What follows belongs to an exercise in optimizing a design on an open flow for a short achievable clock period and few clock cycles; a production flow would make more cautious choices.
Function was checked by simulation only, so behaviour that the tests miss may differ from the original.
Power figures rest on the tool's default switching activity, not on a simulated workload.

$ cat design/flow/config.mk
export PLATFORM = sky130hd
export DESIGN_NAME = fmrt_core
export DESIGN_NICKNAME = fmrt_core
export VERILOG_FILES = /design/flow/design.v
export SDC_FILE = /design/flow/constraint.sdc
export NUM_CORES = 4
export LEC_CHECK = 0
export CAP_MARGIN = 20
export CORE_MARGIN = 2
export CORE_UTILIZATION = 40
export PLACE_DENSITY = 0.6
export SLEW_MARGIN = 20
$ cat design/flow/constraint.sdc
create_clock -name core_clock -period 10.0 [get_ports {clk}]
set_input_delay 2.0000 -clock core_clock [delete_from_list [all_inputs] [get_ports {clk}]]
set_output_delay 2.0000 -clock core_clock [all_outputs]
set_load 0.01 [all_outputs]
$ cat design/flow/design.v
`timescale 1ns/1ps
module fmrt_core (
    input             clk,
    input             rst,
    output     [31:0] imem_addr,
    input      [31:0] imem_rdata,
    output     [31:0] dmem_addr,
    input      [31:0] dmem_rdata,
    output            dmem_we,
    output     [31:0] dmem_wdata
);
    localparam [31:0] RESET_PC = 32'h0000E100;
    reg  [31:0] pc_f;
    reg         fd_valid;
    reg  [31:0] fd_insn;
    reg  [31:0] fd_pc;
    reg         de_valid;
    reg  [31:0] de_a, de_b, de_sd;    
    reg  [31:0] de_c;                 
    reg  [31:0] de_alt;               
    reg         de_a_em, de_a_mw, de_b_em, de_b_mw, de_s_em, de_s_mw;
    reg  [4:0]  de_rd;
    reg         de_wr;
    reg         de_r_add, de_r_log, de_r_sft, de_r_slt, de_r_c;
    reg         de_sub;
    reg         de_l_and, de_l_or;    
    reg         de_s_left, de_s_arith;
    reg         de_slt_u;
    reg         de_br, de_pred, de_jalr;
    reg  [2:0]  de_f3;
    reg         de_ld, de_st, de_sw;
    reg         em_valid;
    reg  [31:0] em_res;
    reg  [31:0] em_sd;
    reg  [4:0]  em_rd;
    reg         em_wr;
    reg         em_ld;
    reg         em_sub_st;            
    reg  [2:0]  em_f3;
    reg         em_phase;             
    reg         m_we;
    reg         mw_valid;
    reg  [31:0] mw_res;
    reg  [4:0]  mw_rd;
    reg         mw_wr;
    reg  [31:0] rf [1:31];
    assign imem_addr  = pc_f;
    assign dmem_addr  = em_res;
    assign dmem_wdata = em_sd;
    assign dmem_we    = m_we;
    wire [31:0] ins   = fd_insn;
    wire [6:0]  opc   = ins[6:0];
    wire [2:0]  f3    = ins[14:12];
    wire [6:0]  f7    = ins[31:25];
    wire [4:0]  rs1   = ins[19:15];
    wire [4:0]  rs2   = ins[24:20];
    wire [4:0]  rd    = ins[11:7];
    wire op_lui   = (opc == 7'b0110111);
    wire op_auipc = (opc == 7'b0010111);
    wire op_jal   = (opc == 7'b1101111);
    wire op_jalr  = (opc == 7'b1100111);
    wire op_br    = (opc == 7'b1100011);
    wire op_ld    = (opc == 7'b0000011);
    wire op_st    = (opc == 7'b0100011);
    wire op_imm   = (opc == 7'b0010011);
    wire op_reg   = (opc == 7'b0110011);
    wire [31:0] imm_i = {{20{ins[31]}}, ins[31:20]};
    wire [31:0] imm_s = {{20{ins[31]}}, ins[31:25], ins[11:7]};
    wire [31:0] imm_b = {{20{ins[31]}}, ins[7], ins[30:25], ins[11:8], 1'b0};
    wire [31:0] imm_u = {ins[31:12], 12'b0};
    wire [31:0] imm_j = {{12{ins[31]}}, ins[19:12], ins[20], ins[30:21], 1'b0};
    wire [31:0] imm_jr = {{20{ins[31]}}, ins[31:21], 1'b0};
    wire [31:0] imm_sh = {27'b0, ins[24:20]};
    wire f7_zero = (f7 == 7'b0000000);
    wire f7_alt  = (f7 == 7'b0100000);
    wire ld_ok = (f3 == 3'b000) | (f3 == 3'b001) | (f3 == 3'b010) |
                 (f3 == 3'b100) | (f3 == 3'b101);
    wire st_ok = (f3 == 3'b000) | (f3 == 3'b001) | (f3 == 3'b010);
    wire d_wr = op_lui | op_auipc | op_jal | op_jalr |
                (op_ld & ld_ok) |
                (op_imm & ((f3 != 3'b101) | f7_zero | f7_alt)) |
                (op_reg & (((f3 != 3'b000) & (f3 != 3'b101)) | f7_zero | f7_alt));
    wire use1 = op_jalr | op_br | op_ld | op_st | op_imm | op_reg;
    wire use2 = op_br | op_st | op_reg;
    wire d_r_c   = op_lui | op_auipc | op_jal | op_jalr;
    wire d_r_slt = (op_imm | op_reg) & (f3[2:1] == 2'b01);
    wire d_r_sft = (op_imm | op_reg) & (f3[1:0] == 2'b01);
    wire d_r_log = (op_imm | op_reg) & f3[2] & (f3[1:0] != 2'b01);
    wire d_r_add = op_ld | op_st | ((op_imm | op_reg) & (f3 == 3'b000));
    wire d_sub   = op_reg & (f3 == 3'b000) & f7_alt;
    wire        use_imm = op_imm | op_ld | op_st | op_jalr;
    wire [31:0] d_imm   = op_st   ? imm_s  :
                          op_jalr ? imm_jr :
                          (op_imm & (f3 == 3'b101)) ? imm_sh : imm_i;
    wire [31:0] pc4    = fd_pc + 32'd4;
    wire [31:0] tgt_b  = fd_pc + imm_b;
    wire [31:0] tgt_j  = fd_pc + imm_j;
    wire [31:0] auipc  = fd_pc + imm_u;
    wire        pred   = ins[31] | (f3 == 3'b001);    
    wire w_we = mw_valid & mw_wr & ~rst;
    wire [31:0] rf1 = (rs1 == 5'd0) ? 32'd0 : rf[rs1];
    wire [31:0] rf2 = (rs2 == 5'd0) ? 32'd0 : rf[rs2];
    wire [31:0] r1  = (w_we & (mw_rd == rs1) & (rs1 != 5'd0)) ? mw_res : rf1;
    wire [31:0] r2  = (w_we & (mw_rd == rs2) & (rs2 != 5'd0)) ? mw_res : rf2;
    wire a_em = de_valid & de_wr & (de_rd == rs1) & (rs1 != 5'd0);
    wire a_mw = em_valid & ~em_phase & em_wr & (em_rd == rs1) & (rs1 != 5'd0);
    wire b_em = de_valid & de_wr & (de_rd == rs2) & (rs2 != 5'd0);
    wire b_mw = em_valid & ~em_phase & em_wr & (em_rd == rs2) & (rs2 != 5'd0);
    wire stall_d = fd_valid & de_valid & de_ld & de_wr & (de_rd != 5'd0) &
                   ((use1 & (de_rd == rs1)) | (use2 & (de_rd == rs2)));
    wire [31:0] ea = de_a_em ? em_res : de_a_mw ? mw_res : de_a;
    wire [31:0] eb = de_b_em ? em_res : de_b_mw ? mw_res : de_b;
    wire [31:0] es = de_s_em ? em_res : de_s_mw ? mw_res : de_sd;
    wire [31:0] sum    = ea + (de_sub ? ~eb : eb) + {31'b0, de_sub};
    wire [31:0] logic_r = de_l_and ? (ea & eb) : de_l_or ? (ea | eb) : (ea ^ eb);
    wire        big    = |eb[31:5];
    wire [4:0]  sh     = eb[4:0];
    wire [31:0] sll_r  = ea << sh;
    wire signed [32:0] sr_in = {de_s_arith & ea[31], ea};
    wire signed [32:0] sr_w  = sr_in >>> sh;
    wire [31:0] sr_r   = sr_w[31:0];
    wire [31:0] sft_r  = de_s_left ? (big ? 32'd0 : sll_r)
                                   : (big ? {32{de_s_arith & ea[31]}} : sr_r);
    wire        eq     = (ea == eb);
    wire        ltu    = (ea < eb);
    wire        lt     = (ea[31] != eb[31]) ? ea[31] : ltu;
    wire        slt_r  = de_slt_u ? ltu : lt;
    wire [31:0] e_res = ({32{de_r_add}} & sum) |
                        ({32{de_r_log}} & logic_r) |
                        ({32{de_r_sft}} & sft_r) |
                        ({32{de_r_slt}} & {31'b0, slt_r}) |
                        ({32{de_r_c}}   & de_c);
    wire cond   = de_f3[2] ? (de_f3[1] ? ltu : lt) : eq;
    wire taken  = (cond ^ de_f3[0]) & (de_f3[2] | ~de_f3[1]);
    wire stall_m = em_valid & em_sub_st & ~em_phase;
    wire redirect_e = de_valid & ~stall_m & (de_jalr | (de_br & (taken ^ de_pred)));
    wire [31:0] e_target = de_jalr ? sum : de_alt;
    wire redirect_d = fd_valid & ~stall_m & ~redirect_e & ~stall_d &
                      (op_jal | (op_br & pred));
    wire [31:0] d_target = op_jal ? tgt_j : tgt_b;
    wire [1:0]  off   = em_res[1:0];
    wire [31:0] rw    = dmem_rdata;
    wire [7:0]  lbyte = off[1] ? (off[0] ? rw[31:24] : rw[23:16])
                               : (off[0] ? rw[15:8]  : rw[7:0]);
    wire [15:0] lhalf = off[1] ? rw[31:16] : rw[15:0];
    wire [31:0] ldata = (em_f3[1:0] == 2'b00) ? {{24{lbyte[7] & ~em_f3[2]}}, lbyte} :
                        (em_f3[1:0] == 2'b01) ? {{16{lhalf[15] & ~em_f3[2]}}, lhalf} :
                        rw;
    wire [31:0] merged = em_f3[0] ?
                         (off[1] ? {em_sd[15:0], rw[15:0]} : {rw[31:16], em_sd[15:0]}) :
                         (off == 2'd0 ? {rw[31:8], em_sd[7:0]} :
                          off == 2'd1 ? {rw[31:16], em_sd[7:0], rw[7:0]} :
                          off == 2'd2 ? {rw[31:24], em_sd[7:0], rw[15:0]} :
                                        {em_sd[7:0], rw[23:0]});
    always @(posedge clk) begin
        if (rst)
            pc_f <= RESET_PC;
        else if (stall_m)
            pc_f <= pc_f;
        else if (redirect_e)
            pc_f <= e_target;
        else if (stall_d)
            pc_f <= pc_f;
        else if (redirect_d)
            pc_f <= d_target;
        else
            pc_f <= pc_f + 32'd4;
    end
    always @(posedge clk) begin
        if (rst)
            fd_valid <= 1'b0;
        else if (!stall_m) begin
            if (redirect_e | redirect_d)
                fd_valid <= 1'b0;
            else if (!stall_d)
                fd_valid <= 1'b1;
        end
        if (!stall_m && !stall_d) begin
            fd_insn <= imem_rdata;
            fd_pc   <= pc_f;
        end
    end
    always @(posedge clk) begin
        if (rst)
            de_valid <= 1'b0;
        else if (!stall_m)
            de_valid <= fd_valid & ~redirect_e & ~stall_d;
        if (stall_m) begin
            de_a <= ea; de_b <= eb; de_sd <= es;
            de_a_em <= 1'b0; de_a_mw <= 1'b0;
            de_b_em <= 1'b0; de_b_mw <= 1'b0;
            de_s_em <= 1'b0; de_s_mw <= 1'b0;
        end else begin
            de_a    <= r1;
            de_b    <= use_imm ? d_imm : r2;
            de_sd   <= r2;
            de_a_em <= a_em;
            de_a_mw <= a_mw;
            de_b_em <= b_em & ~use_imm;
            de_b_mw <= b_mw & ~use_imm;
            de_s_em <= b_em;
            de_s_mw <= b_mw;
            de_c    <= op_lui ? imm_u : op_auipc ? auipc : pc4;
            de_alt  <= pred ? pc4 : tgt_b;
            de_rd   <= rd;
            de_wr   <= d_wr;
            de_r_add <= d_r_add;
            de_r_log <= d_r_log;
            de_r_sft <= d_r_sft;
            de_r_slt <= d_r_slt;
            de_r_c   <= d_r_c;
            de_sub   <= d_sub;
            de_l_and <= (f3[1:0] == 2'b11);
            de_l_or  <= (f3[1:0] == 2'b10);
            de_s_left  <= ~f3[2];
            de_s_arith <= ins[30];
            de_slt_u   <= f3[0];
            de_br    <= op_br;
            de_pred  <= pred;
            de_jalr  <= op_jalr;
            de_f3    <= f3;
            de_ld    <= op_ld & ld_ok;
            de_st    <= op_st & st_ok;
            de_sw    <= op_st & (f3 == 3'b010);
        end
    end
    always @(posedge clk) begin
        if (rst) begin
            em_valid <= 1'b0;
            em_phase <= 1'b0;
            m_we     <= 1'b0;
        end else begin
            em_phase <= stall_m;
            if (stall_m) begin
                m_we <= 1'b1;
            end else begin
                em_valid <= de_valid;
                m_we     <= de_valid & de_sw;
            end
        end
        if (stall_m) begin
            em_sd <= merged;
        end else begin
            em_res    <= e_res;
            em_sd     <= es;
            em_rd     <= de_rd;
            em_wr     <= de_wr;
            em_ld     <= de_ld;
            em_sub_st <= de_st & ~de_sw;
            em_f3     <= de_f3;
        end
    end
    always @(posedge clk) begin
        if (rst)
            mw_valid <= 1'b0;
        else
            mw_valid <= em_valid & ~stall_m & ~em_phase;
        mw_res <= em_ld ? ldata : em_res;
        mw_rd  <= em_rd;
        mw_wr  <= em_wr;
    end
    always @(posedge clk) begin
        if (w_we && mw_rd != 5'd0)
            rf[mw_rd] <= mw_res;
    end
endmodule
$ cat design/flow/run.sh
#!/bin/bash
# synth_recipe.tcl (not shown) runs the flow's synth.tcl, then flattens the netlist and writes it again
# the make line also repeats each setting of config.mk as NAME=value (left out here)
make -C /OpenROAD-flow-scripts/flow DESIGN_CONFIG=/design/flow/config.mk WORK_HOME=/design/flow/orfs CLKGATE_MAP_FILE= SYNTH_SCRIPT=/design/flow/synth_recipe.tcl finish
==> summary.txt, run 1 <==
status=timing/DRC/antenna clean; most frequent cell after synthesis=edfxtp_1; Synth Instances=5867; main flop type after synthesis=edfxtp_1; H-tree depth=4; Root Driver=clkbuf_16; Worst Path Max Fanout=40; CP max-delay cell=dfxtp_2; fin crit period=6152 ps; Crit Path Class=flop to flop; Die Y=443.8 µm; drt wl/cell=33.18 µm; total number of vias=55210; Worst IR Drop VDD=159.2 µV; Max transition margin=0.1275; Max Cap Viol=0; Worst EP required=10680 ps; final cycle utilization of the critical path=0.6152; Fmax=0.1625 GHz; Syn Std Cell Area=77360 µm²; PwrDens=171.3 nW/µm²; GP Congestion=1.030; commonest cells in the synthesized netlist=edfxtp_1, mux4_2, nand2_1; Synth area leader=edfxtp_1; ratio of cells with drive above 1 in the final layout=0.1898; Post-Synth XOR/XNOR Area=0.02038; setup repair bufs after CTS=0; GRT Total Usage=0.2844; Crit. End Element=flop; Final Hold Violating Endpoints=0; RSZ-0062 raised after global routing=no; Cell Rows=161; register area=40290 µm²; die width=443.8 µm; Setup TNS=0 ps; largest net degree at the start of global routing=120; overall power=14.93 mW; Worst Path Arrival=6830 ps; port bufs=162; Yosys cell types=102; Largest delay share family, worst path=simple AND/OR/NAND/NOR gates; Synth top area share=0.4673; post-synthesis mux area share=0.2223; Yosys reg bits=1408; I/O pins=163; post-layout util=0.4529; area fraction in and, or, nand and nor cells after synthesis=0.06992; compound-cell area share of the yosys netlist=0.1066; initial core utilization=0.4021; routed wire length=284300 µm; post-synthesis sequential area ratio=0.5201; number of hold buffers added after CTS=0; vias in the first global route=52921; Core ar.=192400 µm²; Least-Margin Pin Slew=1295 ps; first-pass GRT wire length=401700 µm; fill cell count=17066; Residual DRC=0; remaining antenna violation count=0; total die area=196900 µm²; clock buffer depth=3; Final #Nets=6172; adder-cell area share of the yosys netlist=0.03063; GR Overflow Total=0; worst path bufs/invs=1; CP Cell Sequence=mux2_2 -> mux2i_1 -> ha_1 -> nor4_1 -> nand4_1 -> nor4b_2 -> o41ai_1 -> o2111ai_2 -> o2111ai_1 -> nor3b_2 -> a211oi_4 -> buf_4 -> nand2_1 -> o31ai_1 -> o22ai_1; async set or reset register ratio after synthesis=0; Mean Syn Cell Area=13.19 µm²; hpwl dp=193400 µm; Vias/cell=6.442; Skew-Pair Late Insertion Delay=840 ps; TritonRoute pass-1 iters=7; area delta synth->final=12.63%; first-iteration detailed-routing DRC count=7955; Static Leak=30.16 nW; area of the multi-input gates=35080 µm²; CP Launch Type=flop; Yosys warning count=1; Min-Delay Path Class=flop to flop; max FFs per register=992; cts bufs inserted=155; Setup Skew=57.71 ps; CP peak stage delay=1000 ps; CTS tree=yes; clk slew on worst S/H paths=60 ps; Max Transition Viols Final=0; Post-Syn Nets=6120; post_cts resized=0; largest family of logic cells by synthesized area=multiplexers; Reg with most FFs=rf; Setup violations, final=0; number of enable flip-flop cells after synthesis=1204; clk sinks=1408; dominant cells by area after synthesis=edfxtp_1, mux4_2, dfxtp_1; antenna violations before repair=22
-- stage by stage --
| step | instances | hold slack [ps] | area (µm²) | setup slack [ps] |
|---|---|---|---|---|
| global placement | 8288 | 352.8 | 82040 | 4055 |
| finish | 8570 | 362.0 | 87130 | 3848 |
| CTS | 8568 | 362.8 | 87120 | 4072 |
| floorplan | 5867 | 339.5 | 77360 | 4523 |
| detailed placement | 8288 | 356.2 | 82040 | 3905 |
| global route | 8568 | 368.9 | 87120 | 3731 |
-- power breakdown --
part	internal, mW	total [mW]	switching [mW]
combinational	0.915	2.56	1.64
sequential	6.45	6.59	0.133
clock	3.28	5.78	2.50
total	10.6	14.9	4.28
-- per-layer routing --
metal	up-vias	track usage	part of all wire
met3	516	0.06617	0.10
met2	3218	0.4103	0.43
li1	23159	-	-
met5	-	0	0.00050
met1	28297	0.4111	0.42
met4	20	0.1186	0.046
-- path summary, 6_finish.rpt --
path	startpoint	end	slack, ps	cells after the start
min	em_wr	mw_wr	360	0
max reg2reg	de_b_mw	pc_f[9]	3850	15
max	de_b_mw	pc_f[9]	3850	15
min reg2reg	em_wr	mw_wr	360	0
-- cell families (layout without fill, tap and decap cells) --
| kind of cell | after synthesis | count (layout) |
|---|---|---|
| buffers and inverters | 579 | 754 |
| multiplexers | 1007 | 1007 |
| XOR/XNOR | 180 | 180 |
| flip-flops | 1408 | 1408 |
| adder cells (fa/ha/maj) | 187 | 187 |
| AND/OR/NAND/NOR | 1217 | 1217 |
| other | 0 | 2 |
| AO/OA/AOI/OAI | 1289 | 1289 |
-- layout by cell type (no fill, tap or decap), types with 87 or more instances in the layout --
master and instances:
a21oi_1 398, clkbuf_16 158, nand3_1 87, ha_1 183
mux2i_1 359, o21ai_0 276, inv_1 131, mux4_2 560
xnor2_1 125, dfxtp_1 183, clkdlybuf4s50_1 162, nand2_1 451
buf_4 171, a211oi_1 128, edfxtp_1 1204, nor2_1 381
-- worst register-to-register path, cell delays in order, from the launching register on --
cell and delay, ps:
dfxtp_2 1000, mux2_2 470, mux2i_1 480, ha_1 380
nor4_1 470, nand4_1 300, nor4b_2 620, o41ai_1 230
o2111ai_2 220, o2111ai_1 230, nor3b_2 240, a211oi_4 160
buf_4 460, nand2_1 350, o31ai_1 310, o22ai_1 120
-- area by class of cell --
cell class                 instances  area share
sequential                      1408      0.4624
inverter                         137    0.006031
clock inverter                    75     0.01001
antenna                            2  0.00005744
clock buffer                     205     0.04832
tap                             2526     0.03627
multi-input combinational       3880      0.4027
timing repair buffer             337     0.03426
Testbench counts, summed over its fixed seeds: cycles 49,947.
==> inputs of run 2 (changes only) <==
--- a/design/flow/config.mk
+++ b/design/flow/config.mk
@@ -5,8 +5,10 @@
 export SDC_FILE = /design/flow/constraint.sdc
 export NUM_CORES = 4
 export LEC_CHECK = 0
+export ABC_CLOCK_PERIOD_IN_PS = 3000
 export CAP_MARGIN = 20
 export CORE_MARGIN = 2
 export CORE_UTILIZATION = 40
 export PLACE_DENSITY = 0.6
+export SETUP_SLACK_MARGIN = 5
 export SLEW_MARGIN = 20
==> summary.txt, run 2 <==
GP Congestion=1.006 (-2.3%); worst flop-to-flop path endpoint=em_res[27]; Core ar.=192400 µm² (unchanged); Largest delay share family, worst path=simple AND/OR/NAND/NOR gates; total die area=196900 µm² (unchanged); routed wire length=284500 µm (about the same); Max Cap Viol=0 (unchanged); H-tree depth=4 (unchanged); Setup TNS=0 ps (unchanged); antenna violations before repair=21 (-4.5%); Final Hold Violating Endpoints=0 (unchanged); port bufs=162 (unchanged); largest net degree at the start of global routing=137 (+14%); Reg with most FFs=rf; Worst IR Drop VDD=233.8 µV (+47%); Max transition margin=0.1928 (+0.06533); first-iteration detailed-routing DRC count=7654 (-3.8%); final cycle utilization of the critical path=0.4959 (-0.1194); Worst EP required=10450 ps (-230 ps); initial core utilization=0.4021 (unchanged); Placed Cells=8292 (+0.048%); post-layout util=0.4558 (+0.002907); I/O pins=163 (unchanged); Die Y=443.8 µm (unchanged); Yosys cell types=102 (unchanged); hpwl dp=193500 µm (about the same); Crit Path Class=input port to flop; max FFs per register=992 (unchanged); Syn Std Cell Area=77360 µm² (unchanged); Static Leak=30.41 nW (+0.84%); drt wl/cell=33.02 µm (-0.47%); GR Util met2=0.4155 (+0.005184); CP peak stage delay=720 ps (-280 ps); Max Transition Viols Final=0 (unchanged); Cell Rows=161 (unchanged); main flop type after synthesis=edfxtp_1; Synth top area share=0.4673 (unchanged); gr busiest metal=met2; status=timing/DRC/antenna clean; first-pass GRT wire length=399000 µm (-0.65%); Final #Nets=6206 (+0.55%); async set or reset register ratio after synthesis=0 (unchanged); Skew-Pair Late Insertion Delay=830 ps (about the same); Synth Instances=5867 (unchanged); Min-Delay Path Class=flop to flop; Fmax=0.2017 GHz (+24%); total number of vias=55659 (+0.81%); met3 usage=0.06344 (-0.002738); ratio of cells with drive above 1 in the final layout=0.2011 (+0.01121); Synth area leader=edfxtp_1; HP Start=em_wr; CP dominant cell by count=buf_4; most frequent cell after synthesis=edfxtp_1; clk slew on worst S/H paths=60 ps (about the same); dpl ws=3538 ps (-367.5 ps); PwrDens=170.3 nW/µm² (-0.58%); post-synthesis sequential area ratio=0.5201 (unchanged); Yosys reg bits=1408 (unchanged); Post-Syn Nets=6120 (unchanged); Setup violations, final=0 (unchanged); clock buffer depth=3 (unchanged); GRT Total Usage=0.2824 (-0.002000); FF-to-FF Start=de_b_mw; Post-Place Cell Area=82070 µm² (about the same); Worst Path Arrival=5410 ps (-1420 ps); worst path bufs/invs=4 (+3); clk sinks=1408 (unchanged); remaining antenna violation count=0 (unchanged); Worst Path Max Fanout=25 (-38%); r2r setup slk=5100 ps (+1250 ps); TritonRoute pass-1 iters=7 (unchanged); GR Overflow Total=0 (unchanged); end of the worst hold path=mw_wr; met1 usage=0.4040 (-0.007095); hold_ws=393.6 ps (+31.56 ps); hold depth=0 (unchanged); Yosys warning count=1 (unchanged); final non-filler cell total=8615 (+0.53%); most frequent cells in the layout=edfxtp_1, mux4_2, nand2_1; CP max-delay cell=nor2_4; CTS tree=yes; most common cell after layout, fill and taps aside=edfxtp_1; Residual DRC=0 (unchanged); overall power=14.94 mW (about the same); die width=443.8 µm (unchanged); Final WS setup=5041 ps (+1194 ps); number of enable flip-flop cells after synthesis=1204 (unchanged); Mean Syn Cell Area=13.19 µm² (unchanged); Crit. End Element=flop; Vias/cell=6.461 (+0.29%); Least-Margin Pin Slew=1198 ps (-96.97 ps); Root Driver=clkbuf_16; RSZ-0062 raised after global routing=yes; CP Launch Type=input port; cts bufs inserted=154 (-0.65%); commonest cells in the synthesized netlist=edfxtp_1, mux4_2, nand2_1; CP Cell Sequence=clkdlybuf4s50_1 -> buf_4 -> inv_1 -> and3_2 -> nand3_1 -> nor2_4 -> buf_4; area delta synth->final=13.35%; dominant cells by area after synthesis=edfxtp_1, mux4_2, dfxtp_1; number of hold buffers added after CTS=0 (unchanged); final std cell area, no fill=87690 µm² (+0.64%); vias in the first global route=52818 (-0.19%); Worst R2R Path Depth=15 (unchanged); Setup Skew=58.40 ps (+0.6850 ps); fin crit period=4959 ps (-1194 ps)
run 2: cell counts after synthesis:
No cell type changed its count.
run 2: worst max path at each step:
stage / start / to / depth (start not counted)
3_5_place_dp: rst / rf[14][14] / 7
2_1_floorplan: rst / rf[6][0] / 5
5_1_grt: de_a_mw / pc_f[31] / 17
4_1_cts: de_a_em / pc_f[31] / 16
6_report: rst / rf[12][13] / 7
3_3_place_gp: rst / rf[14][14] / 7
run 2: worst reg2reg max path, stage by stage (launching register included):
cell,delay [ps]
dfxtp_2,340
buf_12,230
mux2_2,390
mux2i_1,630
xnor2_1,140
ha_1,390
a21oi_1,190
o211ai_1,110
a31o_2,250
a21oi_1,250
o21ai_0,180
a21o_1,220
a21oi_4,280
o21bai_1,160
xnor2_1,220
o21ai_1,660
run 2: repair_timing:
action / 4_1_cts / 5_1_grt
setup buffers: 9 / 20
pin swaps: 4 / 3
endpoints found under the setup margin: 579 / 75
gates cloned: 1 / 1
gates resized for setup: 37 / 36
run 2: cells by family (layout without fill, tap and decap cells):
logic type,Yosys count,in the layout,share of synthesized area
buffers and inverters,579,793,0.03005
AOI/OAI and AO/OA,1289,1289,0.1066
DFF,1408,1408,0.5201
other,0,6,0
adders and majority gates,187,187,0.03063
muxes,1007,1007,0.2223
xor gates and xnor gates,180,180,0.02038
and+or+nand+nor,1217,1219,0.06992
run 2: report_power, final:
group	total (mW)	switching, mW	internal [mW]
clock network	5.74	2.53	3.22
registers	6.59	0.138	6.45
logic	2.60	1.67	0.932
total	14.9	4.34	10.6
run 2: final cells by class:
type                    instances  area (µm²)
diodes                          6       15.01
clock buffers                 197        4169
clock inverters                89       883.3
fillers                     16953      104700
inverters                     137       528.0
multi-input cells            3882       35320
flip-flops and latches       1408       40290
well taps                    2526        3161
repair buffers                370        3317
run 2: per-layer routing:
metal	wire, µm	vias up
li1	-	23246
met1	116600	28507
met2	124300	3392
met3	31140	494
met4	12240	20
met5	143	-
==> inputs of run 3 (changes only) <==
--- a/design/flow/design.v
+++ b/design/flow/design.v
@@ -26,7 +26,9 @@
     reg         de_l_and, de_l_or;    
     reg         de_s_left, de_s_arith;
     reg         de_slt_u;
-    reg         de_br, de_pred, de_jalr;
+    reg         de_br, de_pred;
+    reg  [31:0] jb;                   
+    reg         jb_ok;
     reg  [2:0]  de_f3;
     reg         de_ld, de_st, de_sw;
     reg         em_valid;
@@ -37,16 +39,18 @@
     reg         em_ld;
     reg         em_sub_st;            
     reg  [2:0]  em_f3;
-    reg         em_phase;             
-    reg         m_we;
+    reg         em_mem;               
+    reg         m_we;                 
+    reg  [31:0] ma_q, wd_q;
+    reg         wpend;                
     reg         mw_valid;
     reg  [31:0] mw_res;
     reg  [4:0]  mw_rd;
     reg         mw_wr;
     reg  [31:0] rf [1:31];
     assign imem_addr  = pc_f;
-    assign dmem_addr  = em_res;
-    assign dmem_wdata = em_sd;
+    assign dmem_addr  = ma_q;
+    assign dmem_wdata = wd_q;
     assign dmem_we    = m_we;
     wire [31:0] ins   = fd_insn;
     wire [6:0]  opc   = ins[6:0];
@@ -103,11 +107,19 @@
     wire [31:0] r1  = (w_we & (mw_rd == rs1) & (rs1 != 5'd0)) ? mw_res : rf1;
     wire [31:0] r2  = (w_we & (mw_rd == rs2) & (rs2 != 5'd0)) ? mw_res : rf2;
     wire a_em = de_valid & de_wr & (de_rd == rs1) & (rs1 != 5'd0);
-    wire a_mw = em_valid & ~em_phase & em_wr & (em_rd == rs1) & (rs1 != 5'd0);
+    wire a_mw = em_valid & em_wr & (em_rd == rs1) & (rs1 != 5'd0);
     wire b_em = de_valid & de_wr & (de_rd == rs2) & (rs2 != 5'd0);
-    wire b_mw = em_valid & ~em_phase & em_wr & (em_rd == rs2) & (rs2 != 5'd0);
-    wire stall_d = fd_valid & de_valid & de_ld & de_wr & (de_rd != 5'd0) &
-                   ((use1 & (de_rd == rs1)) | (use2 & (de_rd == rs2)));
+    wire b_mw = em_valid & em_wr & (em_rd == rs2) & (rs2 != 5'd0);
+    wire ld_use = fd_valid & de_valid & de_ld & de_wr & (de_rd != 5'd0) &
+                  ((use1 & (de_rd == rs1)) | (use2 & (de_rd == rs2)));
+    wire j_e_c = de_valid & de_wr & de_r_c & (de_rd == rs1) & (rs1 != 5'd0);
+    wire j_pend = (de_valid & de_wr & (de_rd == rs1) & (rs1 != 5'd0)) |
+                  (em_valid & em_wr & (em_rd == rs1) & (rs1 != 5'd0)) |
+                  (mw_valid & mw_wr & (mw_rd == rs1) & (rs1 != 5'd0));
+    wire j_ready = j_e_c | (jb_ok & ~j_pend);
+    wire [31:0] j_base = j_e_c ? de_c : jb;
+    wire [31:0] tgt_jr = j_base + imm_jr;
+    wire stall_d = ld_use | (fd_valid & op_jalr & ~j_ready);
     wire [31:0] ea = de_a_em ? em_res : de_a_mw ? mw_res : de_a;
     wire [31:0] eb = de_b_em ? em_res : de_b_mw ? mw_res : de_b;
     wire [31:0] es = de_s_em ? em_res : de_s_mw ? mw_res : de_sd;
@@ -132,12 +144,14 @@
                         ({32{de_r_c}}   & de_c);
     wire cond   = de_f3[2] ? (de_f3[1] ? ltu : lt) : eq;
     wire taken  = (cond ^ de_f3[0]) & (de_f3[2] | ~de_f3[1]);
-    wire stall_m = em_valid & em_sub_st & ~em_phase;
-    wire redirect_e = de_valid & ~stall_m & (de_jalr | (de_br & (taken ^ de_pred)));
-    wire [31:0] e_target = de_jalr ? sum : de_alt;
+    wire stall_m = wpend & em_valid & em_mem;
+    wire sub_rd  = em_valid & em_sub_st & ~wpend;
+    wire em_st_w = em_valid & em_mem & ~em_ld & ~em_sub_st;    
+    wire redirect_e = de_valid & ~stall_m & de_br & (taken ^ de_pred);
+    wire [31:0] e_target = de_alt;
     wire redirect_d = fd_valid & ~stall_m & ~redirect_e & ~stall_d &
-                      (op_jal | (op_br & pred));
-    wire [31:0] d_target = op_jal ? tgt_j : tgt_b;
+                      (op_jal | op_jalr | (op_br & pred));
+    wire [31:0] d_target = op_jal ? tgt_j : op_jalr ? tgt_jr : tgt_b;
     wire [1:0]  off   = em_res[1:0];
     wire [31:0] rw    = dmem_rdata;
     wire [7:0]  lbyte = off[1] ? (off[0] ? rw[31:24] : rw[23:16])
@@ -217,7 +231,6 @@
             de_slt_u   <= f3[0];
             de_br    <= op_br;
             de_pred  <= pred;
-            de_jalr  <= op_jalr;
             de_f3    <= f3;
             de_ld    <= op_ld & ld_ok;
             de_st    <= op_st & st_ok;
@@ -225,36 +238,52 @@
         end
     end
     always @(posedge clk) begin
-        if (rst) begin
+        if (rst)
+            jb_ok <= 1'b0;
+        else
+            jb_ok <= fd_valid & op_jalr & ~j_pend & ~redirect_e & (stall_m | stall_d);
+        jb <= rf1;
+    end
+    always @(posedge clk) begin
+        if (rst)
             em_valid <= 1'b0;
-            em_phase <= 1'b0;
-            m_we     <= 1'b0;
-        end else begin
-            em_phase <= stall_m;
-            if (stall_m) begin
-                m_we <= 1'b1;
-            end else begin
-                em_valid <= de_valid;
-                m_we     <= de_valid & de_sw;
-            end
-        end
-        if (stall_m) begin
-            em_sd <= merged;
-        end else begin
+        else if (!stall_m)
+            em_valid <= de_valid;
+        if (!stall_m) begin
             em_res    <= e_res;
             em_sd     <= es;
             em_rd     <= de_rd;
             em_wr     <= de_wr;
             em_ld     <= de_ld;
+            em_mem    <= de_ld | de_st;
             em_sub_st <= de_st & ~de_sw;
             em_f3     <= de_f3;
         end
     end
     always @(posedge clk) begin
+        if (rst) begin
+            m_we  <= 1'b0;
+            wpend <= 1'b0;
+        end else begin
+            wpend <= sub_rd;
+            m_we  <= sub_rd | (stall_m ? em_st_w : (de_valid & de_sw));
+        end
+        if (sub_rd) begin
+            ma_q <= ma_q;
+            wd_q <= merged;
+        end else if (stall_m) begin
+            ma_q <= em_res;
+            wd_q <= em_sd;
+        end else begin
+            ma_q <= e_res;
+            wd_q <= es;
+        end
+    end
+    always @(posedge clk) begin
         if (rst)
             mw_valid <= 1'b0;
         else
-            mw_valid <= em_valid & ~stall_m & ~em_phase;
+            mw_valid <= em_valid & ~stall_m;
         mw_res <= em_ld ? ldata : em_res;
         mw_rd  <= em_rd;
         mw_wr  <= em_wr;
==> design/flow/flow/run.sh (new file) <==
#!/bin/bash
set -euo pipefail
MARGIN=${MARGIN:-7}
sed -e "s/SETUP_SLACK_MARGIN=[0-9.]*/SETUP_SLACK_MARGIN=${MARGIN}/" standard.sh > standard_margin.sh
grep -q "SETUP_SLACK_MARGIN=${MARGIN}" standard_margin.sh
bash standard_margin.sh > flow_make.log 2>&1
==> design/flow/standard.sh (new file) <==
#!/bin/bash
# synth_recipe.tcl (not shown) runs the flow's synth.tcl, then flattens the netlist and writes it again
# the make line also repeats each setting of config.mk as NAME=value (left out here)
make -C /OpenROAD-flow-scripts/flow DESIGN_CONFIG=/design/flow/config.mk WORK_HOME=/design/flow/orfs CLKGATE_MAP_FILE= SYNTH_SCRIPT=/design/flow/synth_recipe.tcl "${@:-finish}"
removed: design/flow/run.sh
==> summary.txt, run 3 <==
dominant cells by area after synthesis=edfxtp_1, mux4_2, dfxtp_1; CP dominant cell by count=buf_12; Yosys reg bits=1505 (+6.9%); Least-Margin Pin Slew=1027 ps (-171.1 ps); Die Y=455.6 µm (+2.7%); fill cell count=16710 (-1.4%); Crit Path Class=flop to flop; largest net degree at the start of global routing=157 (+15%); Cell Rows=165 (+2.5%); Setup TNS=0 ps (unchanged); Final Hold Violating Endpoints=0 (unchanged); clk sinks=1505 (+6.9%); Synth Instances=6441 (+9.8%); Yosys cell types=90 (-12%); Yosys warning count=1 (unchanged); Worst Path Arrival=5430 ps (+20 ps); Reg with most FFs=rf; CP Launch Type=flop; Worst Path Max Fanout=8 (-68%); Synth top area share=0.4373 (-0.03005); CTS tree=yes; final non-filler cell total=9886 (+15%); Max Cap Viol=0 (unchanged); Root Driver=clkbuf_16; r2r setup slk=5350 ps (+250 ps); final cycle utilization of the critical path=0.4652 (-0.03064); first-pass GRT wire length=459700 µm (+15%); CP max-delay cell=or4b_4; met3 usage=0.06524 (+0.001801); drt wl/cell=34.42 µm (+4.2%); remaining antenna violation count=0 (unchanged); Setup violations, final=0 (unchanged); Post-Synth XOR/XNOR Area=0.02201 (+0.001631); worst path bufs/invs=5 (+1); Post-Syn Nets=6725 (+9.9%); Worst R2R Path Depth=18 (+3); overall power=16.66 mW (+12%); most frequent cells in the layout=edfxtp_1, mux4_2, nand2_1; Residual DRC=0 (unchanged); routed wire length=340200 µm (+20%); largest family of logic cells by synthesized area=multiplexers; Syn Std Cell Area=81580 µm² (+5.5%); GRT Total Usage=0.3091 (+0.02669); Worst IR Drop VDD=182.6 µV (-22%); gr busiest metal=met2; GR Overflow Total=0 (unchanged); total die area=207600 µm² (+5.4%); GR Util met2=0.4753 (+0.05983); cts bufs inserted=165 (+7.1%); PwrDens=159.1 nW/µm² (-6.6%); CP Cell Sequence=buf_12 -> buf_16 -> mux2_4 -> mux2i_4 -> ha_4 -> nor4_4 -> nand3_2 -> or4b_4 -> a211o_1 -> a31oi_4 -> buf_12 -> mux2_4 -> buf_12 -> o211ai_4 -> buf_4 -> mux2i_1 -> o22ai_1 -> o21ai_1; H-tree depth=4 (unchanged); CP peak stage delay=540 ps (-180 ps); Core ar.=202500 µm² (+5.3%); ratio of cells with drive above 1 in the final layout=0.3459 (+0.1449); Largest delay share family, worst path=simple AND/OR/NAND/NOR gates; Min-Delay Path Class=flop to flop; area fraction in and, or, nand and nor cells after synthesis=0.07956 (+0.009638); die width=455.6 µm (+2.7%); initial core utilization=0.4028 (+0.0006715); Static Leak=37.92 nW (+25%); most frequent cell after synthesis=edfxtp_1; Setup Skew=55.49 ps (-2.907 ps); I/O pins=163 (unchanged); total number of vias=64252 (+15%); vias in the first global route=60653 (+15%); Mean Syn Cell Area=12.67 µm² (-3.9%); most common cell after layout, fill and taps aside=edfxtp_1; Vias/cell=6.499 (+0.60%); first-iteration detailed-routing DRC count=9629 (+26%); clk slew on worst S/H paths=60 ps (about the same); max FFs per register=992 (unchanged); HP Start=em_wr; port bufs=162 (unchanged); Max transition margin=0.3153 (+0.1225); Crit. End Element=flop; Worst EP required=10780 ps (+330 ps); status=timing/DRC/antenna clean; end of the worst hold path=mw_wr; commonest cells in the synthesized netlist=edfxtp_1, mux4_2, nand2_1; TritonRoute pass-1 iters=8 (+1); adder-cell area share of the yosys netlist=0.03390 (+0.003263); clock buffer depth=3 (unchanged); RSZ-0062 raised after global routing=yes; hold depth=0 (unchanged); worst flop-to-flop path endpoint=pc_f[13]; fin crit period=4652 ps (-306.4 ps); Placed Cells=8962 (+8.1%); GP Congestion=0.9656 (-4.0%); Synth area leader=edfxtp_1; hpwl dp=201700 µm (+4.3%); post-layout util=0.5170 (+0.06123); post-synthesis sequential area ratio=0.5151 (-0.005044); Final #Nets=7354 (+18%); area delta synth->final=28.36%; async set or reset register ratio after synthesis=0 (unchanged); met1 usage=0.4073 (+0.003244); number of hold buffers added after CTS=0 (unchanged); Skew-Pair Late Insertion Delay=850 ps (+20 ps); antenna violations before repair=16 (-24%); FF-to-FF Start=de_b_mw; main flop type after synthesis=edfxtp_1; compound-cell area share of the yosys netlist=0.1065 (-0.0001425); Max Transition Viols Final=0 (unchanged); number of enable flip-flop cells after synthesis=1188 (-1.3%); post-synthesis mux area share=0.2147 (-0.007577); Fmax=0.2149 GHz (+6.6%)
## run 3: metal layers
layer  part of all wire  up-vias  wire length (µm)
met1               0.37    32677            127000
met5            0.00052        -               177
met4              0.073       12             24790
met3               0.11      979             36050
met2               0.45     4278            152200
li1                   -    26306                 -
## run 3: worst max-delay path by stage
| stage | start | endpoint | cells past startpoint |
|---|---|---|---|
| after floorplan | fd_insn[17] | pc_f[31] | 20 |
| after global placement | fd_insn[17] | pc_f[31] | 19 |
| after detailed placement | fd_insn[17] | pc_f[31] | 19 |
| after CTS | de_b_mw | pc_f[30] | 17 |
| after global routing | fd_insn[19] | pc_f[19] | 20 |
| final | de_b_mw | pc_f[13] | 18 |
## run 3: worst register-to-register path: stages (launching register included)
cell and delay [ps]:
dfxtp_4 400, buf_12 120, buf_16 150, mux2_4 320, mux2i_4 190, ha_4 240, nor4_4 400, nand3_2 140
or4b_4 540, a211o_1 340, a31oi_4 200, buf_12 150, mux2_4 350, buf_12 150, o211ai_4 280, buf_4 180
mux2i_1 200, o22ai_1 100, o21ai_1 110
## run 3: cells by family after synthesis
kind of cell,after synthesis
buffers and inverters,599
AOI/OAI and AO/OA,1412
and+or+nand+nor,1475
xor gates and xnor gates,205
DFF,1505
adders and majority gates,218
muxes,1027
## run 3: area by class of cell
| cell class | count | area, µm² | area share |
|---|---|---|---|
| Clock buffer | 208 | 4446 | 0.04245 |
| Multi-Input combinational cell | 4346 | 42060 | 0.4017 |
| Sequential cell | 1505 | 42270 | 0.4037 |
| Timing Repair Buffer | 911 | 11000 | 0.1050 |
| Timing Repair inverter | 1 | 16.27 | 0.0001553 |
| Tap cell | 2672 | 3343 | 0.03193 |
| Clock inverter | 93 | 957.2 | 0.009141 |
| Antenna cell | 10 | 25.02 | 0.0002390 |
| Inverter | 140 | 593.1 | 0.005664 |
## run 3: repair_timing
action,CTS,global route
pin swaps,205,153
buffers inserted,369,149
setup endpoints to repair,1439,913
gates cloned,59,36
gates resized for setup,1204,362
## run 3: metrics by stage
stage,hold WS (ps),setup WS (ps),instance area (µm²)
final,401.5,5348,104700
after global routing,412.0,5303,104700
after CTS,393.5,5523,101000
after detailed placement,367.1,4145,87700
after floorplan,347.9,5700,83700
after global placement,371.4,4183,87680
## run 3: power breakdown
group	switching (mW)	internal (mW)	total [mW]
Combinational	2.01	1.47	3.48
Sequential	0.161	6.85	7.02
Clock	2.73	3.44	6.17
Total	4.89	11.8	16.7
Testbench counts of run 3, summed over its fixed seeds: cycles 47,562.
==> inputs of run 4 (changes only) <==
--- a/design/flow/design.v
+++ b/design/flow/design.v
@@ -14,6 +14,7 @@
     reg         fd_valid;
     reg  [31:0] fd_insn;
     reg  [31:0] fd_pc;
+    reg         fd_bt;                
     reg         de_valid;
     reg  [31:0] de_a, de_b, de_sd;    
     reg  [31:0] de_c;                 
@@ -27,6 +28,7 @@
     reg         de_s_left, de_s_arith;
     reg         de_slt_u;
     reg         de_br, de_pred;
+    reg  [31:0] de_pc;
     reg  [31:0] jb;                   
     reg         jb_ok;
     reg  [2:0]  de_f3;
@@ -100,7 +102,8 @@
     wire [31:0] tgt_b  = fd_pc + imm_b;
     wire [31:0] tgt_j  = fd_pc + imm_j;
     wire [31:0] auipc  = fd_pc + imm_u;
-    wire        pred   = ins[31] | (f3 == 3'b001);    
+    wire        spred  = ins[31] | (f3 == 3'b001);    
+    wire        pred   = fd_bt | spred;
     wire w_we = mw_valid & mw_wr & ~rst;
     wire [31:0] rf1 = (rs1 == 5'd0) ? 32'd0 : rf[rs1];
     wire [31:0] rf2 = (rs2 == 5'd0) ? 32'd0 : rf[rs2];
@@ -150,8 +153,56 @@
     wire redirect_e = de_valid & ~stall_m & de_br & (taken ^ de_pred);
     wire [31:0] e_target = de_alt;
     wire redirect_d = fd_valid & ~stall_m & ~redirect_e & ~stall_d &
-                      (op_jal | op_jalr | (op_br & pred));
-    wire [31:0] d_target = op_jal ? tgt_j : op_jalr ? tgt_jr : tgt_b;
+                      (fd_bt ? ~(op_jal | op_br) : (op_jal | op_jalr | (op_br & spred)));
+    wire [31:0] d_target = fd_bt ? pc4 : op_jal ? tgt_j : op_jalr ? tgt_jr : tgt_b;
+    localparam NB = 8;
+    reg  [NB-1:0] bv;
+    reg  [31:0]   btag [0:NB-1];
+    reg  [31:0]   btgt [0:NB-1];
+    reg  [2:0]    bptr;
+    reg           upd_v, upd_inv;
+    reg  [31:0]   upd_pc, upd_tgt;
+    reg  [NB-1:0] bhv;
+    reg  [31:0]   btgt_sel;
+    integer       bk;
+    always @(*) begin
+        btgt_sel = 32'd0;
+        for (bk = 0; bk < NB; bk = bk + 1) begin
+            bhv[bk]  = bv[bk] & (btag[bk] == pc_f);
+            btgt_sel = btgt_sel | ({32{bhv[bk]}} & btgt[bk]);
+        end
+    end
+    wire bhit = |bhv;
+    wire e_alloc = redirect_e & taken;       
+    wire e_inval = redirect_e & ~taken;      
+    wire d_alloc = redirect_d & ~fd_bt & (op_jal | op_br);
+    always @(posedge clk) begin
+        if (rst)
+            upd_v <= 1'b0;
+        else
+            upd_v <= e_alloc | e_inval | d_alloc;
+        upd_inv <= e_inval;
+        upd_pc  <= redirect_e ? de_pc : fd_pc;
+        upd_tgt <= redirect_e ? de_alt : d_target;
+    end
+    always @(posedge clk) begin
+        if (rst) begin
+            bv   <= {NB{1'b0}};
+            bptr <= 3'd0;
+        end else if (upd_v) begin
+            if (upd_inv) begin
+                for (bk = 0; bk < NB; bk = bk + 1)
+                    if (btag[bk] == upd_pc) bv[bk] <= 1'b0;
+            end else begin
+                bv[bptr]   <= 1'b1;
+                bptr       <= bptr + 3'd1;
+            end
+        end
+        if (upd_v && !upd_inv) begin
+            btag[bptr] <= upd_pc;
+            btgt[bptr] <= upd_tgt;
+        end
+    end
     wire [1:0]  off   = em_res[1:0];
     wire [31:0] rw    = dmem_rdata;
     wire [7:0]  lbyte = off[1] ? (off[0] ? rw[31:24] : rw[23:16])
@@ -178,7 +229,7 @@
         else if (redirect_d)
             pc_f <= d_target;
         else
-            pc_f <= pc_f + 32'd4;
+            pc_f <= bhit ? btgt_sel : pc_f + 32'd4;
     end
     always @(posedge clk) begin
         if (rst)
@@ -192,6 +243,7 @@
         if (!stall_m && !stall_d) begin
             fd_insn <= imem_rdata;
             fd_pc   <= pc_f;
+            fd_bt   <= bhit;
         end
     end
     always @(posedge clk) begin
@@ -231,6 +283,7 @@
             de_slt_u   <= f3[0];
             de_br    <= op_br;
             de_pred  <= pred;
+            de_pc    <= fd_pc;
             de_f3    <= f3;
             de_ld    <= op_ld & ld_ok;
             de_st    <= op_st & st_ok;
==> design/flow/run.sh (new file) <==
#!/bin/bash
# synth_recipe.tcl (not shown) runs the flow's synth.tcl, then flattens the netlist and writes it again
# the make line also repeats each setting of config.mk as NAME=value (left out here)
make -C /OpenROAD-flow-scripts/flow DESIGN_CONFIG=/design/flow/config.mk WORK_HOME=/design/flow/orfs CLKGATE_MAP_FILE= SYNTH_SCRIPT=/design/flow/synth_recipe.tcl finish
removed: design/flow/flow/run.sh
removed: design/flow/standard.sh
==> summary.txt, run 4 <==
fill cell count=23954 (+43%); hpwl dp=259900 µm (+29%); area fraction in and, or, nand and nor cells after synthesis=0.07876 (-0.0007921); ratio of cells with drive above 1 in the final layout=0.1791 (-0.1668); final cycle utilization of the critical path=0.4984 (+0.03321); most frequent cell after synthesis=edfxtp_1; CP Launch Point=de_a_mw; GP Congestion=0.9741 (+0.88%); TritonRoute pass-1 iters=8 (unchanged); Worst Path Max Fanout=32 (+24); Vias/cell=6.285 (-3.3%); area of the multi-input gates=46610 µm² (+11%); H-tree depth=4 (unchanged); Min-Delay Path Class=flop to flop; Syn Std Cell Area=108300 µm² (+33%); Top Registers=rf x992, btag x256, btgt x256; Static Leak=43.83 nW (+16%); first-pass GRT wire length=560400 µm (+22%); Mean Syn Cell Area=13.05 µm² (+3.1%); largest net degree at the start of global routing=133 (-15%); most frequent cells in the layout=edfxtp_1, nand2_1, mux4_2; Setup violations, final=0 (unchanged); Yosys cell types=86 (-4.4%); initial core utilization=0.4010 (-0.001850); status=timing/DRC/antenna clean; Worst IR Drop VDD=131.6 µV (-28%); clk sinks=2126 (+41%); Reg with most FFs=rf; FF-to-FF Start=de_a_mw; Post-Syn Nets=8582 (+28%); Max Transition Viols Final=0 (unchanged); compound-cell area share of the yosys netlist=0.09226 (-0.01421); post-synthesis mux area share=0.1656 (-0.04909); Cell Rows=191 (+16%); cts bufs inserted=231 (+40%); clock buffer depth=4 (+1); overall power=21.41 mW (+28%); Die Y=524.3 µm (+15%); number of enable flip-flop cells after synthesis=1732 (+46%); Skew-Pair Late Insertion Delay=950 ps (+100 ps); antenna violations before repair=19 (+3); main flop type after synthesis=edfxtp_1; Max transition margin=0.1896 (-0.1256); remaining antenna violation count=0 (unchanged); Synth area leader=edfxtp_1; post-synthesis sequential area ratio=0.5532 (+0.03810); async set or reset register ratio after synthesis=0 (unchanged); first-iteration detailed-routing DRC count=9957 (+3.4%); fin crit period=4984 ps (+332.1 ps); total number of vias=76668 (+19%); Synth top area share=0.4803 (+0.04304); Yosys reg bits=2126 (+41%); Yosys warning count=1 (unchanged); most common cell after layout, fill and taps aside=edfxtp_1; clk slew on worst S/H paths=60 ps (about the same); Post-Synth XOR/XNOR Area=0.05873 (+0.03672); dominant cells by area after synthesis=edfxtp_1, mux4_2, dfxtp_1; vias in the first global route=73654 (+21%); Crit. End Element=flop; I/O pins=163 (unchanged); Fmax=0.2006 GHz (-6.7%); Max Cap Viol=0 (unchanged); adder-cell area share of the yosys netlist=0.02588 (-0.008011); r2r setup slk=5020 ps (-330 ps); number of hold buffers added after CTS=0 (unchanged); Setup TNS=0 ps (unchanged); RSZ-0062 raised after global routing=yes; Worst EP required=10740 ps (-40 ps); worst flop-to-flop path endpoint=pc_f[25]; HP Start=em_wr; Final Hold Violating Endpoints=0 (unchanged); CTS tree=yes; area delta synth->final=13.94%; Core ar.=270000 µm² (+33%); Final #Nets=8721 (+19%); largest family of logic cells by synthesized area=multiplexers; die width=524.3 µm (+15%); drt wl/cell=32.93 µm (-4.3%); routed wire length=401700 µm (+18%); Root Driver=clkbuf_16; Crit Path Class=flop to flop; commonest cells in the synthesized netlist=edfxtp_1, nand2_1, mux4_2; PwrDens=173.5 nW/µm² (+9.0%); Worst R2R Path Depth=17 (-1); Worst setup endpoint=pc_f[25]; total die area=274900 µm² (+32%); Setup Skew=143.5 ps (+88.04 ps); register area=59970 µm² (+42%); Least-Margin Pin Slew=1182 ps (+154.7 ps); Worst Path Arrival=5730 ps (+300 ps); GR Overflow Total=0 (unchanged); Synth Instances=8295 (+29%); port bufs=162 (unchanged); Residual DRC=0 (unchanged); max FFs per register=992 (unchanged); GRT Total Usage=0.2843 (-0.02483); CP Launch Type=flop
==> run 4: changes by cell type after synthesis, sizes merged, moves of 77 or more <==
| cell | delta |
|---|---|
| clkbuf | +99 |
| dfxtp | +77 |
| edfxtp | +544 |
| nand2 | +102 |
| nor4 | +113 |
| xnor2 | +118 |
| xor2 | +403 |
==> run 4: how the worst min path moves through the flow <==
stage                        to  slack (ps)  cells past startpoint
after floorplan           mw_wr         350                      0
after global placement    mw_wr         360                      0
after detailed placement  mw_wr         380                      0
after CTS                 mw_wr         340                      0
after global routing      mw_wr         350                      0
final                     mw_wr         350                      0
==> run 4: worst max-delay path, cell delays in order (launching register included) <==
cell      delay [ps]
dfxtp_2          340
buf_12           270
mux2i_1          240
o21a_2           320
ha_1             310
or4_1            590
or4_4            480
nor2_2           160
o21a_1           180
o41a_1           250
o31ai_2          140
a311oi_4         340
buf_6            210
nor2_4            60
buf_12           170
and2_2           280
a2111o_1         380
a21oi_1          120
==> run 4: area by class of cell <==
cell class,count,area share
inverter,149,0.004625
clock buffer,286,0.04969
multi-input combinational,5452,0.3778
antenna,9,0.0001826
timing repair buffer,474,0.03475
sequential,2126,0.4861
tap,3570,0.03621
clock inverter,133,0.01062
==> run 4: repair_timing <==
action | 4_1_cts | 5_1_grt
setup buffers | 26 | 25
endpoints found under the setup margin | 187 | 68
resized for setup | 84 | 91
gates cloned | 5 | 4
pin swaps | 8 | 42
==> run 4: power by group <==
| part | total [mW] | switching [mW] | internal, mW |
|---|---|---|---|
| combinational | 2.85 | 1.77 | 1.08 |
| clock | 8.60 | 3.69 | 4.91 |
| sequential | 9.95 | 0.239 | 9.72 |
==> run 4: metrics by stage <==
stage | instances | cell area, µm² | utilization | hold WS (ps) | setup slack, ps
global placement | 11710 | 114600 | 0.4245 | 363.6 | 3225
finish | 12199 | 123400 | 0.4569 | 352.7 | 5016
global route | 12193 | 123400 | 0.4568 | 351.2 | 4830
CTS | 12161 | 122700 | 0.4544 | 335.5 | 5000
detailed placement | 11711 | 114600 | 0.4245 | 379.6 | 3162
floorplan | 8295 | 108300 | - | 348.4 | 4246
==> run 4: cell families (layout without fill, tap and decap cells) <==
group                      after synthesis  in the layout
adders and majority gates              221            221
DFF                                   2126           2126
xor gates and xnor gates               726            726
AOI/OAI and AO/OA                     1566           1566
and+or+nand+nor                       1872           1876
other                                    0              9
muxes                                 1063           1063
buffers and inverters                  721           1042
==> run 4: routing by layer <==
layer / wire length [µm] / global-route usage / vias up / share of wire
met2: 183600 / 0.4446 / 4403 / 0.46
li1: - / - / 32179 / -
met1: 159500 / 0.3858 / 39216 / 0.40
met5: 103 / 0 / - / 0.00026
met4: 22570 / 0.1372 / 12 / 0.056
met3: 35890 / 0.04664 / 858 / 0.089
Testbench counts of run 4, summed over its fixed seeds: cycles 44,528.

[afterwards: timing with drivers on the ports]
Ports are ideal in the flow. The routed layouts listed here were re-timed in OpenROAD.
Step 1: set_driving_cell puts a clkbuf_16 on clk and a buf_2 on each other input, an assumption about the parent block.
Step 2 also shifts input and output timing later by t, the mid clock arrival at the registers, as if the neighbouring blocks saw the same clock.
a / b / c = no drivers / after step 1 / after step 2; a / b = the first two.
| run | t, ns | slack for setup (ns) | slew at the worst register clock pin (ns) | worst slew at a driven data input, ns | cell pins on the clock port's net |
|---|---|---|---|---|---|
| run 1 | 0.907 | 3.848 / 3.848 / 3.848 | 0.07 / 0.07 | 0.08 | 1 |
| run 2 | 0.901 | 5.041 / 5.096 / 4.218 | 0.07 / 0.07 | 0.07 | 1 |
| run 3 | 0.907 | 5.348 / 5.348 / 5.348 | 0.07 / 0.07 | 0.10 | 1 |
| run 4 | 0.980 | 5.016 / 5.016 / 4.243 | 0.07 / 0.07 | 0.06 | 1 |
After both steps every run listed still meets setup and hold. For run 2, which loses most, drivers alone change the setup slack by +0.055 ns; drivers and shift together by -0.823 ns.
